This design comes from an exercise in tuning for small area and a short achievable clock period on the open sky130 flow, not from production work. Only simulation tests tie the RTL to the original design; equivalence was not proved. No activity file was given, so power comes from the tool's default toggle rates.

[design/flow/config.mk]
export PLATFORM = sky130hd
export DESIGN_NAME = Processor
export DESIGN_NICKNAME = Processor
export VERILOG_FILES = /design/flow/design.v
export SDC_FILE = /design/flow/constraint.sdc
export NUM_CORES = 4
export LEC_CHECK = 0
export CAP_MARGIN = 20
export CELL_PAD_IN_SITES_DETAIL_PLACEMENT = 1
export CELL_PAD_IN_SITES_GLOBAL_PLACEMENT = 2
export CORE_MARGIN = 2
export CORE_UTILIZATION = 30
export GPL_ROUTABILITY_DRIVEN = 1
export PLACE_DENSITY = 0.5
export SLEW_MARGIN = 20
[design/flow/run.sh]
#!/bin/bash
# synth_recipe.tcl (not shown) runs the flow's synth.tcl, then flattens the netlist and writes it again
# the make line also repeats each setting of config.mk as NAME=value (left out here)
make -C /OpenROAD-flow-scripts/flow DESIGN_CONFIG=/design/flow/config.mk WORK_HOME=/design/flow/orfs CLKGATE_MAP_FILE= SYNTH_SCRIPT=/design/flow/synth_recipe.tcl finish
[design/flow/design.v]
`timescale 1ns / 1ps
module mux2to1(output q,input a0,input a1,input select);
	wire d[1:0];
	assign d[0] = a0;
	assign d[1] = a1;
	assign q = d[select];
endmodule
`timescale 1ns / 1ps
module mux2to1bus(output [31:0]out,input [31:0]a,input [31:0]b,input select);
	mux2to1 M0 (out[0] ,a[0] ,b[0] ,select);
	mux2to1 M1 (out[1] ,a[1] ,b[1] ,select);
	mux2to1 M2 (out[2] ,a[2] ,b[2] ,select);
	mux2to1 M3 (out[3] ,a[3] ,b[3] ,select);
	mux2to1 M4 (out[4] ,a[4] ,b[4] ,select);
	mux2to1 M5 (out[5] ,a[5] ,b[5] ,select);
	mux2to1 M6 (out[6] ,a[6] ,b[6] ,select);
	mux2to1 M7 (out[7] ,a[7] ,b[7] ,select);
	mux2to1 M8 (out[8] ,a[8] ,b[8] ,select);
	mux2to1 M9 (out[9] ,a[9] ,b[9] ,select);
	mux2to1 M10(out[10],a[10],b[10],select);
	mux2to1 M11(out[11],a[11],b[11],select);
	mux2to1 M12(out[12],a[12],b[12],select);
	mux2to1 M13(out[13],a[13],b[13],select);
	mux2to1 M14(out[14],a[14],b[14],select);
	mux2to1 M15(out[15],a[15],b[15],select);
	mux2to1 M16(out[16],a[16],b[16],select);
	mux2to1 M17(out[17],a[17],b[17],select);
	mux2to1 M18(out[18],a[18],b[18],select);
	mux2to1 M19(out[19],a[19],b[19],select);
	mux2to1 M20(out[20],a[20],b[20],select);
	mux2to1 M21(out[21],a[21],b[21],select);
	mux2to1 M22(out[22],a[22],b[22],select);
	mux2to1 M23(out[23],a[23],b[23],select);
	mux2to1 M24(out[24],a[24],b[24],select);
	mux2to1 M25(out[25],a[25],b[25],select);
	mux2to1 M26(out[26],a[26],b[26],select);
	mux2to1 M27(out[27],a[27],b[27],select);
	mux2to1 M28(out[28],a[28],b[28],select);
	mux2to1 M29(out[29],a[29],b[29],select);
	mux2to1 M30(out[30],a[30],b[30],select);
	mux2to1 M31(out[31],a[31],b[31],select);
endmodule
`timescale 1ns / 1ps
module mux2to14bit(output [3:0]out, input [3:0]a, input [3:0] b, input select);
	mux2to1 M0 (out[0] ,a[0] ,b[0] ,select);
	mux2to1 M1 (out[1] ,a[1] ,b[1] ,select);
	mux2to1 M2 (out[2] ,a[2] ,b[2] ,select);
	mux2to1 M3 (out[3] ,a[3] ,b[3] ,select);
endmodule
`timescale 1ns / 1ps
module mux4to1bus(output [31:0]out,input [31:0]a,input [31:0]b,input [31:0]c,input [31:0]d,input [1:0]select);
	wire [31:0]out1;
	wire [31:0]out2;
	mux2to1bus M0(out1,a,b,select[0]);
	mux2to1bus M1(out2,c,d,select[0]);
	mux2to1bus M2(out,out1,out2,select[1]);
endmodule
`timescale 1ns / 1ps
module xorbus(output [31:0]out,input [31:0]A,input x);
	xor l0 (out[0] , A[0] , x);
	xor l1 (out[1] , A[1] , x);
	xor l2 (out[2] , A[2] , x);
	xor l3 (out[3] , A[3] , x);
	xor l4 (out[4] , A[4] , x);
	xor l5 (out[5] , A[5] , x);
	xor l6 (out[6] , A[6] , x);
	xor l7 (out[7] , A[7] , x);
	xor l8 (out[8] , A[8] , x);
	xor l9 (out[9] , A[9] , x);
	xor l10(out[10], A[10], x);
	xor l11(out[11], A[11], x);
	xor l12(out[12], A[12], x);
	xor l13(out[13], A[13], x);
	xor l14(out[14], A[14], x);
	xor l15(out[15], A[15], x);
	xor l16(out[16], A[16], x);
	xor l17(out[17], A[17], x);
	xor l18(out[18], A[18], x);
	xor l19(out[19], A[19], x);
	xor l20(out[20], A[20], x);
	xor l21(out[21], A[21], x);
	xor l22(out[22], A[22], x);
	xor l23(out[23], A[23], x);
	xor l24(out[24], A[24], x);
	xor l25(out[25], A[25], x);
	xor l26(out[26], A[26], x);
	xor l27(out[27], A[27], x);
	xor l28(out[28], A[28], x);
	xor l29(out[29], A[29], x);
	xor l30(out[30], A[30], x);
	xor l31(out[31], A[31], x);
endmodule
`timescale 1ns / 1ps
module generate_propogate(output G,output P,input a,input b);
	and (G,a,b);
	or  (P,a,b);
endmodule
`timescale 1ns / 1ps
module carrylookahead4bit(output [3:0]S,output g,output p,input [3:0]A,input [3:0]B,input C);
	wire [3:0]P;
	wire [3:0]G;
	generate_propogate GP0(G[0],P[0],A[0],B[0]);
	generate_propogate GP1(G[1],P[1],A[1],B[1]);
	generate_propogate GP2(G[2],P[2],A[2],B[2]);
	generate_propogate GP3(G[3],P[3],A[3],B[3]);
	wire t0,t1,t2,t3,t4,t5,t6,t7,t8,t9,C1,C2,C3,g0,g1,g2;
	and m0(t0,P[0],C);
	and m1(t1,P[1],G[0]);
	and m2(t2,P[1],P[0],C);
	and m3(t3,P[2],G[1]);
	and m4(t4,P[2],P[1],G[0]);
	and m5(t5,P[2],P[1],P[0],C);
	and m6(t6,P[3],G[2]);
	and m7(t7,P[3],P[2],G[1]);
	and m8(t8,P[3],P[2],P[1],G[0]);
	and m9(t9,P[3],P[2],P[1],P[0],C);
	or  n1(C1,G[0],t0);
	or  n2(C2,G[1],t1,t2);
	or  n3(C3,G[2],t3,t4,t5);
	xor s0(S[0],A[0],B[0],C);
	xor s1(S[1],A[1],B[1],C1);
	xor s2(S[2],A[2],B[2],C2);
	xor s3(S[3],A[3],B[3],C3);
	and f0(g0,P[3],G[2]);
	and f1(g1,P[3],P[2],G[1]);
	and f2(g2,P[3],P[2],P[1],G[0]);
	and f3(p,P[3],P[2],P[1],P[0]);
	or  f4(g,G[3],g0,g1,g2);
endmodule
`timescale 1ns / 1ps
module internibblecarrylookahead16bit(output [15:0]S, output cout, input [15:0]A, input [15:0]B, input cin);
	wire [3:1]C;
	wire [3:0]GG;
	wire [3:0]PG;
	wire t0,t2,t3,t4,t5,t6,t7,t8,t9,t10;
	carrylookahead4bit fun0(S[3:0], GG[0], PG[0], A[3:0], B[3:0], cin);
	carrylookahead4bit fun1(S[7:4], GG[1], PG[1], A[7:4], B[7:4], C[1]);
	carrylookahead4bit fun2(S[11:8], GG[2], PG[2], A[11:8], B[11:8], C[2]);
	carrylookahead4bit fun3(S[15:12], GG[3], PG[3], A[15:12], B[15:12], C[3]);
	and a0(t0, PG[0], cin);
	or  a1(C[1], GG[0], t0);
	and a2(t2, PG[1], GG[0]);		
	and a3(t3, PG[1], PG[0], cin);		
	or  a4(C[2], GG[1], t2, t3);
	and a5(t4, PG[2], GG[1]);		
	and a6(t5, PG[2], PG[1], GG[0]);
	and a7(t6, PG[2], PG[1], PG[0], cin);
	or  a8(C[3], GG[2],  t4, t5, t6);
	and a9(t7, PG[3], GG[2]);
	and a10(t8, PG[3], PG[2], GG[1]);
	and a11(t9, PG[3], PG[2], PG[1], GG[0]);
	and a12(t10, PG[3], PG[2], PG[1], PG[0], cin);
	or  a13(cout, GG[3], t7, t8, t9, t10);
endmodule
`timescale 1ns / 1ps
module adder(output[31:0] sum,output cout,input[31:0] a,input[31:0] b,input cin);
	wire c;
	internibblecarrylookahead16bit f0 (sum[15:0], c, a[15:0], b[15:0], cin);
	internibblecarrylookahead16bit f1 (sum[31:16], cout, a[31:16], b[31:16], c);
endmodule
`timescale 1ns / 1ps
module au(output [31:0]out,output cout,input [31:0]A,input [31:0]B,input [2:0]select);
	wire [31:0]one;
	assign one = 1;
	wire [31:0]temp1;	 
	wire [31:0]temp2;
	assign temp1 = 0;
	assign temp2 = 0;
	wire [31:0]in;		 
	wire [31:0]fin;
	mux4to1bus M0(in,B,temp1,one,temp2,select[1:0]);
	xorbus X120(fin,in,select[2]);
	adder A0(out,cout,A,fin,select[2]);
endmodule
`timescale 1ns / 1ps
module luunit(output out, input a, input b, input [3:0]sel);
	wire tA;
	wire tB;
	wire [3:0]t;
	not N0(tA,a);
	not N1(tB,b);
	and A0(t[0],tA,tB,sel[0]);
	and A1(t[1],tA,b,sel[1]);
	and A2(t[2],a,tB,sel[2]);
	and A3(t[3],a,b,sel[3]);
	or	O0(out,t[0],t[1],t[2],t[3]);
endmodule
`timescale 1ns / 1ps
module lu(output [31:0]out, input [31:0]A, input [31:0]B, input [3:0]sel);
	luunit l0 (out[0] , A[0] , B[0] , sel[3:0]);
	luunit l1 (out[1] , A[1] , B[1] , sel[3:0]);
	luunit l2 (out[2] , A[2] , B[2] , sel[3:0]);
	luunit l3 (out[3] , A[3] , B[3] , sel[3:0]);
	luunit l4 (out[4] , A[4] , B[4] , sel[3:0]);
	luunit l5 (out[5] , A[5] , B[5] , sel[3:0]);
	luunit l6 (out[6] , A[6] , B[6] , sel[3:0]);
	luunit l7 (out[7] , A[7] , B[7] , sel[3:0]);
	luunit l8 (out[8] , A[8] , B[8] , sel[3:0]);
	luunit l9 (out[9] , A[9] , B[9] , sel[3:0]);
	luunit l10(out[10], A[10], B[10], sel[3:0]);
	luunit l11(out[11], A[11], B[11], sel[3:0]);
	luunit l12(out[12], A[12], B[12], sel[3:0]);
	luunit l13(out[13], A[13], B[13], sel[3:0]);
	luunit l14(out[14], A[14], B[14], sel[3:0]);
	luunit l15(out[15], A[15], B[15], sel[3:0]);
	luunit l16(out[16], A[16], B[16], sel[3:0]);
	luunit l17(out[17], A[17], B[17], sel[3:0]);
	luunit l18(out[18], A[18], B[18], sel[3:0]);
	luunit l19(out[19], A[19], B[19], sel[3:0]);
	luunit l20(out[20], A[20], B[20], sel[3:0]);
	luunit l21(out[21], A[21], B[21], sel[3:0]);
	luunit l22(out[22], A[22], B[22], sel[3:0]);
	luunit l23(out[23], A[23], B[23], sel[3:0]);
	luunit l24(out[24], A[24], B[24], sel[3:0]);
	luunit l25(out[25], A[25], B[25], sel[3:0]);
	luunit l26(out[26], A[26], B[26], sel[3:0]);
	luunit l27(out[27], A[27], B[27], sel[3:0]);
	luunit l28(out[28], A[28], B[28], sel[3:0]);
	luunit l29(out[29], A[29], B[29], sel[3:0]);
	luunit l30(out[30], A[30], B[30], sel[3:0]);
	luunit l31(out[31], A[31], B[31], sel[3:0]);
endmodule
`timescale 1ns / 1ps
module su(output [31:0]out, input [31:0]A,input [1:0]select);
	supply0 gnd;
	wire temp;
	mux2to1 M0 (out[ 0],gnd  ,A[ 1],select[1]);
	mux2to1 M1 (out[ 1],A[ 0],A[ 2],select[1]);
	mux2to1 M2 (out[ 2],A[ 1],A[ 3],select[1]);
	mux2to1 M3 (out[ 3],A[ 2],A[ 4],select[1]);
	mux2to1 M4 (out[ 4],A[ 3],A[ 5],select[1]);
	mux2to1 M5 (out[ 5],A[ 4],A[ 6],select[1]);
	mux2to1 M6 (out[ 6],A[ 5],A[ 7],select[1]);
	mux2to1 M7 (out[ 7],A[ 6],A[ 8],select[1]);
	mux2to1 M8 (out[ 8],A[ 7],A[ 9],select[1]);
	mux2to1 M9 (out[ 9],A[ 8],A[10],select[1]);
	mux2to1 M10(out[10],A[ 9],A[11],select[1]);
	mux2to1 M11(out[11],A[10],A[12],select[1]);
	mux2to1 M12(out[12],A[11],A[13],select[1]);
	mux2to1 M13(out[13],A[12],A[14],select[1]);
	mux2to1 M14(out[14],A[13],A[15],select[1]);
	mux2to1 M15(out[15],A[14],A[16],select[1]);
	mux2to1 M16(out[16],A[15],A[17],select[1]);
	mux2to1 M17(out[17],A[16],A[18],select[1]);
	mux2to1 M18(out[18],A[17],A[19],select[1]);
	mux2to1 M19(out[19],A[18],A[20],select[1]);
	mux2to1 M20(out[20],A[19],A[21],select[1]);
	mux2to1 M21(out[21],A[20],A[22],select[1]);
	mux2to1 M22(out[22],A[21],A[23],select[1]);
	mux2to1 M23(out[23],A[22],A[24],select[1]);
	mux2to1 M24(out[24],A[23],A[25],select[1]);
	mux2to1 M25(out[25],A[24],A[26],select[1]);
	mux2to1 M26(out[26],A[25],A[27],select[1]);
	mux2to1 M27(out[27],A[26],A[28],select[1]);
	mux2to1 M28(out[28],A[27],A[29],select[1]);
	mux2to1 M29(out[29],A[28],A[30],select[1]);
	mux2to1 M30(out[30],A[29],A[31],select[1]);
	mux2to1 T0 (temp,A[31],gnd,select[0]);
	mux2to1 M31(out[31],A[30],temp,select[1]);
endmodule
`timescale 1ns / 1ps
module alu(output [31:0]out,output cout,input [31:0]A,input [31:0]B,input [4:0]select);
	wire [31:0]LU;
	wire [31:0]SU;
	wire [31:0]AU;
	wire [31:0]ASU;
	lu L0(LU,A,B,select[3:0]);
	au A0(AU,cout,A,B,select[2:0]);
	su S0(SU,A,select[1:0]);
	mux2to1bus M0(ASU,AU,SU,select[3]);
	mux2to1bus FM1(out,ASU,LU,select[4]);
endmodule
`timescale 1ns / 1ps
module signext(output [31:0]o, input [15:0]i);
	assign o[31] = i[15];
	assign o[30] = i[15];
	assign o[29] = i[15];
	assign o[28] = i[15];
	assign o[27] = i[15];
	assign o[26] = i[15];
	assign o[25] = i[15];
	assign o[24] = i[15];
	assign o[23] = i[15];
	assign o[22] = i[15];
	assign o[21] = i[15];
	assign o[20] = i[15];
	assign o[19] = i[15];
	assign o[18] = i[15];
	assign o[17] = i[15];
	assign o[16] = i[15];
	assign o[15:0] = i[15:0];
endmodule
`timescale 1ns / 1ps
module shiftleft2(output[31:0]out, input [31:0] in);
	supply0 gnd;
	assign out[31] = in [29];
	assign out[30] = in [28];
	assign out[29] = in [27];
	assign out[28] = in [26];
	assign out[27] = in [25];
	assign out[26] = in [24];
	assign out[25] = in [23];
	assign out[24] = in [22];
	assign out[23] = in [21];
	assign out[22] = in [20];
	assign out[21] = in [19];
	assign out[20] = in [18];
	assign out[19] = in [17];
	assign out[18] = in [16];
	assign out[17] = in [15];
	assign out[16] = in [14];
	assign out[15] = in [13];
	assign out[14] = in [12];
	assign out[13] = in [11];
	assign out[12] = in [10];
	assign out[11] = in [ 9];
	assign out[10] = in [ 8];
	assign out[ 9] = in [ 7];
	assign out[ 8] = in [ 6];
	assign out[ 7] = in [ 5];
	assign out[ 6] = in [ 4];
	assign out[ 5] = in [ 3];
	assign out[ 4] = in [ 2];
	assign out[ 3] = in [ 1];
	assign out[ 2] = in [ 0];
	assign out[ 1] = gnd;
	assign out[ 0] = gnd;
endmodule
`timescale 1ns / 1ps
module registers(output [31:0]ans, output [31:0]rd1,output [31:0]rd2,input clk,input reset,input [3:0]rs,input [3:0]rt,input [3:0]rd,input [31:0]data,input write);
	reg [31:0]R[15:0];
	integer i;
	assign rd1[31:0] = R[rs];
	assign rd2[31:0] = R[rt];
	wire test;
	assign ans = R[4];
	assign test = write && (rd!=4'b0000);
	always @(posedge clk) begin
		if(reset) begin
			for (i = 0; i < 16; i = i + 1)
				R[i] <= 0;
		end
		else if(test)
			R[rd] <= data;
	end
endmodule
`timescale 1ns / 1ps
module memory(output [31:0] data, input clk,input reset, input [31:0] addr, input [31:0] wdata, input ren, input wen);
	reg [7:0]R[63:0];
	wire [5:0] a0 = addr[5:0];
	wire [5:0] a1 = addr[5:0] + 6'd1;
	wire [5:0] a2 = addr[5:0] + 6'd2;
	wire [5:0] a3 = addr[5:0] + 6'd3;
	assign data[7:0]   = R[a0];
	assign data[15:8]  = R[a1];
	assign data[23:16] = R[a2];
	assign data[31:24] = R[a3];
	always @(posedge clk) begin
		if(~reset && wen) begin
			R[a0] <= wdata[7:0];
			R[a1] <= wdata[15:8];
			R[a2] <= wdata[23:16];
			R[a3] <= wdata[31:24];
		end
	end
endmodule
`timescale 1ns / 1ps
module Rtypeinst(output [31:0]out,output [31:0]ans,output [5:0]op, output zero, output [31:0]imem_addr, input [31:0]imem_data, input clk,input reset,input RegDst, input ALUSrc, input Mem2Reg, input MemRead, input MemWrite, input RegWrite, input PCSrc, input [4:0] ALUOp, input push, input pop, input halt);
	wire [31:0]signextout;	 
	wire [31:0]slout;			 
	wire [31:0] jsum;			 
	wire [31:0] pcsum;		 
	wire [3:0]rd;				 
	wire gnd;
	assign gnd = 1'b0;
	wire [31:0]temp;			 
	assign temp=4;			 
	wire [31:0]pcin; 			 
	reg [31:0]pc;				 
	wire [31:0]instr;			 
	wire [31:0]rwd;			 
	assign op[5:0] = instr[31:26];		 
	wire [31:0]read1;			 
	wire [31:0]read2;			 
	reg [31:0]stack;			 
	wire [31:0]pcint;					 
	wire shit1;
	wire shit2;
	wire [31:0]memout;		 
	wire [31:0]aluin2;		 
	always @(posedge clk) begin
		if (reset) begin
			pc <= 0;
			stack <= 0;
		end
		else begin
			if (~halt) begin
				if (push)
					stack <= pcsum;
				pc <= pcin;
			end
		end
	end
	assign imem_addr = pc;
	assign instr = imem_data;
	mux2to1bus rbw (rwd, out, memout, Mem2Reg);							 
	mux2to14bit rwa (rd, instr[21:18], instr [17:14],RegDst);		 
	registers R(ans,read1,read2,clk,reset,instr [25:22],instr [21:18],rd,rwd,RegWrite);
	signext s (signextout, instr[15:0]);
	mux2to1bus alui (aluin2, read2, signextout, ALUSrc); 				 
	alu A(out,zero,read1,aluin2,ALUOp);
	memory m (memout ,clk, reset, out, read2, MemRead, MemWrite);
	shiftleft2 sl (slout, signextout);
	adder apc( pcsum,shit1,pc,temp,gnd);
	adder ajmp( jsum,shit2,pc,slout,gnd);
	mux2to1bus pcnext (pcint, pcsum, jsum, PCSrc);
	mux2to1bus pcnext2 (pcin, pcint, stack, pop);
endmodule
`timescale 1ns / 1ps
module controlunit(
	output halt,
	output RegDst_w,
	output ALUSrc_w,
	output Mem2Reg_w,
	output MemRead_w,
	output MemWrite_w, 
	output RegWrite_w, 
	output PCSrc_w,
	output Push_w,
	output Pop_w,
	output [4:0]ALUOp_w,
	input reset,
	input clk, 
	output alusignal, 
	input[5:0]op_w,
	input zero, 
	input sign);
	reg RegDst,ALUSrc,Mem2Reg,MemRead,MemWrite,RegWrite,PCSrc,Push,Pop,Halt;
	reg [4:0] ALUOp;
	assign RegDst_w = RegDst;
	assign ALUSrc_w = ALUSrc;
	assign Mem2Reg_w = Mem2Reg;
	assign MemRead_w = MemRead;
	assign MemWrite_w = MemWrite;
	assign RegWrite_w = RegWrite;
	assign PCSrc_w = PCSrc;
	assign Push_w = Push;
	assign Pop_w = Pop;
	assign halt = Halt;
	assign ALUOp_w[4:0] = ALUOp[4:0];
	assign alusignal = 1'b0;
	always @* begin
		if (reset) begin
			RegDst 	= 0	;
			ALUSrc 	= 0	;
			Mem2Reg 	= 0	;
			MemRead 	= 0	;
			MemWrite = 0	;
			RegWrite = 0	;
			PCSrc 	= 0	;
			Push 		= 0	;
			Pop		= 0	;
			Halt		= 0	;
			ALUOp 	= 5'b00000;
		end
		else begin
			case(op_w)
				6'b000000 : begin  
					RegDst 	= 1	;
					ALUSrc 	= 0	;
					Mem2Reg 	= 0	;
					MemRead 	= 0	;
					MemWrite = 0	;
					RegWrite = 1	;
					PCSrc 	= 0	;
					Push 		= 0	;
					Pop		= 0	;
					Halt		= 0	;
					ALUOp 	= 5'b00000;
					end
				6'b000100 : begin  
					RegDst 	= 1	;
					ALUSrc 	= 0	;
					Mem2Reg 	= 0	;
					MemRead 	= 0	;
					MemWrite = 0	;
					RegWrite = 1	;
					PCSrc 	= 0	;
					Push 		= 0	;
					Pop		= 0	;
					Halt		= 0	;
					ALUOp 	= 5'b00100;
					end
				6'b011000 : begin  
					RegDst 	= 1	;
					ALUSrc 	= 0	;
					Mem2Reg 	= 0	;
					MemRead 	= 0	;
					MemWrite = 0	;
					RegWrite = 1	;
					PCSrc 	= 0	;
					Push 		= 0	;
					Pop		= 0	;
					Halt		= 0	;
					ALUOp 	= 5'b11000;
					end
				6'b011110 : begin  
					RegDst 	= 1	;
					ALUSrc 	= 0	;
					Mem2Reg 	= 0	;
					MemRead 	= 0	;
					MemWrite = 0	;
					RegWrite = 1	;
					PCSrc 	= 0	;
					Push 		= 0	;
					Pop		= 0	;
					Halt		= 0	;
					ALUOp 	= 5'b11110;
					end
				6'b010110 : begin  
					RegDst 	= 1	;
					ALUSrc 	= 0	;
					Mem2Reg 	= 0	;
					MemRead 	= 0	;
					MemWrite = 0	;
					RegWrite = 1	;
					PCSrc 	= 0	;
					Push 		= 0	;
					Pop		= 0	;
					Halt		= 0	;
					ALUOp 	= 5'b10110;
					end
				6'b010101 : begin  
					RegDst 	= 0	;
					ALUSrc 	= 0	;
					Mem2Reg 	= 0	;
					MemRead 	= 0	;
					MemWrite = 0	;
					RegWrite = 1	;
					PCSrc 	= 0	;
					Push 		= 0	;
					Pop		= 0	;
					Halt		= 0	;
					ALUOp 	= 5'b10101;
					end
				6'b001000 : begin  
					RegDst 	= 1	;
					ALUSrc 	= 0	;
					Mem2Reg 	= 0	;
					MemRead 	= 0	;
					MemWrite = 0	;
					RegWrite = 1	;
					PCSrc 	= 0	;
					Push 		= 0	;
					Pop		= 0	;
					Halt		= 0	;
					ALUOp 	= 5'b01000;
					end
				6'b001010 : begin  
					RegDst 	= 1	;
					ALUSrc 	= 0	;
					Mem2Reg 	= 0	;
					MemRead 	= 0	;
					MemWrite = 0	;
					RegWrite = 1	;
					PCSrc 	= 0	;
					Push 		= 0	;
					Pop		= 0	;
					Halt		= 0	;
					ALUOp 	= 5'b01010;
					end
				6'b001011 : begin  
					RegDst 	= 1	;
					ALUSrc 	= 0	;
					Mem2Reg 	= 0	;
					MemRead 	= 0	;
					MemWrite = 0	;
					RegWrite = 1	;
					PCSrc 	= 0	;
					Push 		= 0	;
					Pop		= 0	;
					Halt		= 0	;
					ALUOp 	= 5'b01011;
					end
				6'b000001 : begin  
					RegDst 	= 0	;
					ALUSrc 	= 1	;
					Mem2Reg 	= 0	;
					MemRead 	= 0	;
					MemWrite = 0	;
					RegWrite = 1	;
					PCSrc 	= 0	;
					Push 		= 0	;
					Pop		= 0	;
					Halt		= 0	;
					ALUOp 	= 5'b00000;
					end
				6'b000101 : begin  
					RegDst 	= 0	;
					ALUSrc 	= 1	;
					Mem2Reg 	= 0	;
					MemRead 	= 0	;
					MemWrite = 0	;
					RegWrite = 1	;
					PCSrc 	= 0	;
					Push 		= 0	;
					Pop		= 0	;
					Halt		= 0	;
					ALUOp 	= 5'b00100;
					end
				6'b111000 : begin  
					RegDst 	= 0	;
					ALUSrc 	= 1	;
					Mem2Reg 	= 0	;
					MemRead 	= 0	;
					MemWrite = 0	;
					RegWrite = 1	;
					PCSrc 	= 0	;
					Push 		= 0	;
					Pop		= 0	;
					Halt		= 0	;
					ALUOp 	= 5'B11000;
					end
				6'B111110 : begin  
					RegDst 	= 0	;
					ALUSrc 	= 1	;
					Mem2Reg 	= 0	;
					MemRead 	= 0	;
					MemWrite = 0	;
					RegWrite = 1	;
					PCSrc 	= 0	;
					Push 		= 0	;
					Pop		= 0	;
					Halt		= 0	;
					ALUOp 	= 5'B11110;
					end
				6'B110110 : begin  
					RegDst 	= 0	;
					ALUSrc 	= 1	;
					Mem2Reg 	= 0	;
					MemRead 	= 0	;
					MemWrite = 0	;
					RegWrite = 1	;
					PCSrc 	= 0	;
					Push 		= 0	;
					Pop		= 0	;
					Halt		= 0	;
					ALUOp 	= 5'B10110;
					end
				6'b100000 : begin  
					RegDst 	= 0	;
					ALUSrc 	= 1	;
					Mem2Reg 	= 1	;
					MemRead 	= 1	;
					MemWrite = 0	;
					RegWrite = 1	;
					PCSrc 	= 0	;
					Push 		= 0	;
					Pop		= 0	;
					Halt		= 0	;
					ALUOp 	= 5'b00000;
					end				
				6'b100001 : begin  
					RegDst 	= 0	;
					ALUSrc 	= 1	;
					Mem2Reg 	= 0	;
					MemRead 	= 0	;
					MemWrite = 1	;
					RegWrite = 0	;
					PCSrc 	= 0	;
					Push 		= 0	;
					Pop		= 0	;
					Halt		= 0	;
					ALUOp 	= 5'b00000;
					end
				6'B100100 : begin  
					RegDst 	= 0	;
					ALUSrc 	= 0	;
					Mem2Reg 	= 0	;
					MemRead 	= 0	;
					MemWrite = 0	;
					RegWrite = 0	;
					PCSrc 	= 1	;
					Push 		= 0	;
					Pop		= 0	;
					Halt		= 0	;
					ALUOp 	= 5'B00000;
					end
				6'B100101 : begin  
					RegDst 	= 0	;
					ALUSrc 	= 0	;
					Mem2Reg 	= 0	;
					MemRead 	= 0	;
					MemWrite = 0	;
					RegWrite = 0	;
					PCSrc 	= sign;			 
					Push 		= 0	;
					Pop		= 0	;
					Halt		= 0	;
					ALUOp 	= 5'B00100;
					end
				6'B100110 : begin  
					RegDst 	= 0	;
					ALUSrc 	= 0	;
					Mem2Reg 	= 0	;
					MemRead 	= 0	;
					MemWrite = 0	;
					RegWrite = 0	;
					PCSrc 	= ~sign& ~zero;			 
					Push 		= 0	;
					Pop		= 0	;
					Halt		= 0	;
					ALUOp 	= 5'B00000;
					end
				6'B100111 : begin  
					RegDst 	= 0	;
					ALUSrc 	= 0	;
					Mem2Reg 	= 0	;
					MemRead 	= 0	;
					MemWrite = 0	;
					RegWrite = 0	;
					PCSrc 	= zero;			 
					Push 		= 0	;
					Pop		= 0	;
					Halt		= 0	;
					ALUOp 	= 5'B00000;
					end
				6'b101010 : begin  
					RegDst 	= 0	;
					ALUSrc 	= 0	;
					Mem2Reg 	= 0	;
					MemRead 	= 0	;
					MemWrite = 0	;
					RegWrite = 0	;
					PCSrc 	= 1	;
					Pop		= 0	;
					Push 		= 1	;
					Halt		= 0	;
					ALUOp 	= 5'b00000;
					end
				6'b101011 : begin  
					RegDst 	= 0	;
					ALUSrc 	= 0	;
					Mem2Reg 	= 0	;
					MemRead 	= 0	;
					MemWrite = 0	;
					RegWrite = 0	;
					PCSrc 	= 0	;
					Pop		= 1	;
					Push 		= 0	;
					Halt		= 0	;
					ALUOp 	= 5'b00000;
					end
				6'b101110 : begin  
					RegDst 	= 1	;
					ALUSrc 	= 0	;
					Mem2Reg 	= 0	;
					MemRead 	= 0	;
					MemWrite = 0	;
					RegWrite = 1	;
					PCSrc 	= 0	;
					Push 		= 0	;
					Pop		= 0	;
					Halt		= 0	;
					ALUOp 	= 5'b00000;
					end
				6'b101111 : begin  
					RegDst 	= 0	;
					ALUSrc 	= 1	;
					Mem2Reg 	= 0	;
					MemRead 	= 0	;
					MemWrite = 0	;
					RegWrite = 1	;
					PCSrc 	= 0	;
					Push 		= 0	;
					Pop		= 0	;
					Halt		= 0	;
					ALUOp 	= 5'b00000;
					end
				6'b101100 : begin  
					RegDst 	= 0	;
					ALUSrc 	= 0	;
					Mem2Reg 	= 0	;
					MemRead 	= 0	;
					MemWrite = 0	;
					RegWrite = 0	;
					PCSrc 	= 0	;
					Push 		= 0	;
					Pop		= 0	;
					Halt		= 1	;
					ALUOp 	= 5'b00000;
					end
				6'b101101 : begin  
					RegDst 	= 0	;
					ALUSrc 	= 0	;
					Mem2Reg 	= 0	;
					MemRead 	= 0	;
					MemWrite = 0	;
					RegWrite = 0	;
					PCSrc 	= 0	;
					Push 		= 0	;
					Pop		= 0	;
					Halt		= 0	;
					ALUOp 	= 5'b00000;
					end
				default begin  
					RegDst 	= 0	;
					ALUSrc 	= 0	;
					Mem2Reg 	= 0	;
					MemRead 	= 0	;
					MemWrite = 0	;
					RegWrite = 0	;
					PCSrc 	= 0	;
					Push 		= 0	;
					Pop		= 0	;
					Halt		= 0	;
					ALUOp 	= 5'b00000;
					end
			endcase
		end
	end
endmodule
`timescale 1ns / 1ps
module Processor(
	output [31:0] out,
	output [31:0] ans,
	output [31:0] imem_addr,
	input [31:0] imem_data,
	input reset,
	input clk);
	wire cout;
	wire [4:0] ALUOp;
	wire [5:0] op;
	wire RegDst,ALUSrc,Mem2Reg,MemRead,MemWrite,RegWrite,PCSrc,Push,Pop;
	wire halt;
	wire alusignal;
	wire zero, temp;
	assign temp =	|out;
	assign zero = ~temp;
	wire sign;
	assign sign = out[31];
	Rtypeinst R(
		.out(out),
		.ans(ans),
		.op(op),
		.zero(cout),
		.imem_addr(imem_addr),
		.imem_data(imem_data),
		.clk(clk),
		.reset(reset),
		.RegDst(RegDst),
		.ALUSrc(ALUSrc),
		.Mem2Reg(Mem2Reg),
		.MemRead(MemRead),
		.MemWrite(MemWrite),
		.RegWrite(RegWrite),
		.PCSrc(PCSrc),
		.ALUOp(ALUOp),
		.push(Push),
		.pop(Pop),
		.halt(halt)
		);
	controlunit cu (halt,RegDst,ALUSrc,Mem2Reg,MemRead,MemWrite,RegWrite,PCSrc,Push,Pop,ALUOp,reset,clk,alusignal,op, zero, sign);
endmodule
[design/flow/constraint.sdc]
create_clock -name core_clock -period 14.0 [get_ports {clk}]
set_input_delay 2.8000 -clock core_clock [delete_from_list [all_inputs] [get_ports {clk}]]
set_output_delay 2.8000 -clock core_clock [all_outputs]
set_load 0.01 [all_outputs]
==> flow_summary.ini <==
[yosys]
synth-edff-count = 1024
async_flop_share_pct = 0
synth.distinct_cells = 130
synth-seq-area-share_pct = 35.3
synth_area_leaders = edfxtp_1 34%, mux2i_1 13%, mux4_2 10%
synth_top_cell_by_area = edfxtp_1
syn-instance-count = 9601
synth_warnings = 5
synthesis.area_um2 = 90800
syn_avg_cell_area_um2 = 9.45
netlist.area_leader.share_pct = 33.9
synth-seq-cells = 1088
synth_top_flop_cell = edfxtp_1

[floorplanning]
ios = 130
rows = 201
die_w_um = 554
start_util_pct = 30.2
die_y_um = 554
fp.dieArea_um2 = 307000
core_area_um2 = 301000

[power_and_ir_drop]
p_per_area_nw_per_um2 = 177
peakVddDrop_v = 0.000246
swShare_pct = 49.9
pwr-share-clk_pct = 22.2
p_int_mw = 8.98
leakage_nw = 37.4
power_switching_mw = 8.94
power_frac_comb_pct = 57.0
p_seq_share_pct = 20.8

[routing]
via_per_inst = 6.43
drcViolationCount = 0
wire_per_inst_um = 45.7
drt-initial-drc-count = 11465
drt_wl_total_um = 610000
ant_nets = 0
vias = 85832
drt_pre_antenna_iters = 6

[layout]
multiInputGateArea_um2 = 54300
nets = 9437
final_cells = 13357
fillers = 33649
area_growth_pct = 11.3
drive_gt1_share_pct = 14.0
regArea_um2 = 32000
final_common_cell = nand2_1
final_area_um2 = 101000
layout_common_cells = 1711 x nand2_1, 1146 x mux2i_1, 1024 x edfxtp_1

[sta]
max_freq_mhz = 80.1
slew_viol_final = 0
slew_headroom_pct = 11.4
finalHoldViolations = 0
rsz0062_at_grt = no
setup_viol = 0
tns_ns = 0
period_needed_ns = 12.49
worst_slew_pin_slew_ns = 1.33
skew_ns = 0.0922
timing.final.crit_share_pct = 89.2

[clock_network]
clock_sinks = 1088
tritoncts = yes
cts_setup_buffers = 0
cts_made_buffers = 152
cts_buffer_depth = 4
clk_pin_slew_ns = 0.06
cts_hold_buf = 0
insertion_delay_ns = 0.92
cts_root_buf = clkbuf_16
post_cts_resized = 0
htree_levels = 4

[placement]
dpl.hpwl_um = 421000
io_buffers = 129
gp_congestion = 0.964
dp_cells = 13049
dpl_cell_area_um2 = 96000

[global_route]
grt_pass1_vias = 83527
antenna_found_initial = 59
gr-usage-all-layers_pct = 38.6
grt_pass1_wl_um = 804000
grt_max_degree = 140
overflow = 0

[worst_setup_path]
crit_arrival_ns = 9.69
worstSetupStartpointType = input pin
worstSetupEndpointType = primary output
worst_ep_required_time_ns = 11.20
path_class = input pin to primary output
worstPathMaxFanout = 44

[hold_path]
min_path_type = flop to flop

[run_status]
status = no timing/DRC/antenna violations

[job]
cap_violations = 0
[cell type report]
type / count / area share, %
multi-input combinational: 7376 / 53.7
sequential: 1088 / 31.7
tap: 3958 / 4.90
timing repair buffer: 475 / 4.22
clock buffer: 194 / 4.03
clock inverter: 66 / 0.690
inverter: 157 / 0.609
antenna: 43 / 0.107
[synth_stat cells, types with 149 or more instances]
cell	count
nand3_1	588
mux4_2	416
o21ai_0	540
nand2_1	1742
edfxtp_1	1024
inv_1	149
o211ai_1	446
and3_1	178
a21oi_1	281
clkbuf_1	553
buf_2	228
mux2i_1	1147
nor2_1	651
[worst max-delay path: stages]
cell and delay (ns):
buf_6 0.44, mux4_4 0.74, mux4_4 0.79, a2111oi_4 0.43, a211o_2 0.20, xnor2_1 0.16, inv_1 0.07, ha_1 0.21
nor4b_1 0.33, o211ai_1 0.15, a21oi_1 0.29, o211a_1 0.27, nor2_1 0.13, a2111o_1 0.52, a211oi_1 0.50, o21ai_0 0.16
nand2b_1 0.12, fa_1 0.19, xor2_1 0.15, o211ai_1 0.10, o311ai_1 0.22, clkdlybuf4s50_1 0.66
[per-stage QoR]
step | power [mW] | worst slack (ns) | hold WS [ns] | util [%]
floorplan | 9.26 | 3.02 | 0.432 | -
global placement | 13.5 | 1.18 | 0.439 | 31.9
detailed placement | 13.6 | 1.45 | 0.450 | 32.0
CTS | 17.6 | 1.41 | 0.457 | 33.5
global route | 18.1 | 0.910 | 0.481 | 33.6
finish | 17.9 | 1.51 | 0.455 | 33.6
[registers in the layout, summed over array words and instances, names as in the netlist]
register / count
R.stack: 32
R.R.R: 512
R.m.R: 512
R.pc: 32
[metal layers]
layer / share of wire, % / global-route usage, % / vias up / wire, µm
met5: 0.019 / 0 / - / 119
met3: 7.3 / 6.45 / 1277 / 44400
met2: 45 / 60.5 / 4465 / 273000
li1: - / - / 34903 / -
met4: 8.3 / 27.0 / 18 / 50400
met1: 40 / 48.3 / 45169 / 242000
[path summary, 6_finish.rpt]
| kind | start | end | slack, ns | cells past startpoint |
|---|---|---|---|---|
| max reg2reg | R.R.R[11][0]$_SDFFCE_PN0P_ | R.R.R[12][31]$_SDFFCE_PN0P_ | 4.48 | 25 |
| max | imem_data[19] | out[29] | 1.51 | 22 |
| min | R.stack[0]$_SDFFE_PP0P_ | R.pc[0]$_SDFFE_PP0P_ | 0.46 | 2 |
| min reg2reg | R.stack[0]$_SDFFE_PP0P_ | R.pc[0]$_SDFFE_PP0P_ | 0.46 | 2 |
[cell families after synthesis]
group | after synthesis | synth area share, %
compound gates | 1818 | 13.2
xor+xnor | 102 | 1.06
fa+ha+maj | 153 | 2.23
buf+inv | 1168 | 6.16
flops | 1088 | 35.3
mux | 1652 | 24.5
other cells | 1 | 0.00413
simple gates | 3619 | 17.6
[power groups by stage]
stage	Clock [mW]	Sequential, mW	Combinational (mW)
after global routing	4.11	3.73	10.2
after CTS	4.02	3.72	9.83
after global placement	0	3.78	9.74
final	3.98	3.72	10.2
after detailed placement	0	3.79	9.81
after floorplan	0	3.76	5.50

## what the ideal ports hide
The flow's constraints put no driver on any port. The routed layout listed below was extracted and timed again, unchanged, in two steps.
Step 1 sets driving cells, clkbuf_16 on the clock port and buf_2 on the other inputs (assumed; they add their load-dependent delay and slew).
Step 2 adds t to the input delays and takes it off the output delays; t is the mean of the earliest and latest rising clock arrival at the registers after step 1. Input paths then give back, and output paths get back, about the clock's delay inside the block.
a / b / c = ideal ports / drivers / drivers and shift; a / b = the first two.
t, ns: 0.976
setup WS [ns]: 1.513 / 1.470 / 1.470
worst setup path at the end: input to output
worst register clock-pin slew, ns: 0.07 / 0.07
After both steps setup and hold are still met in this run. For this run, drivers alone change the setup slack by -0.043 ns; drivers and shift together by -0.043 ns.
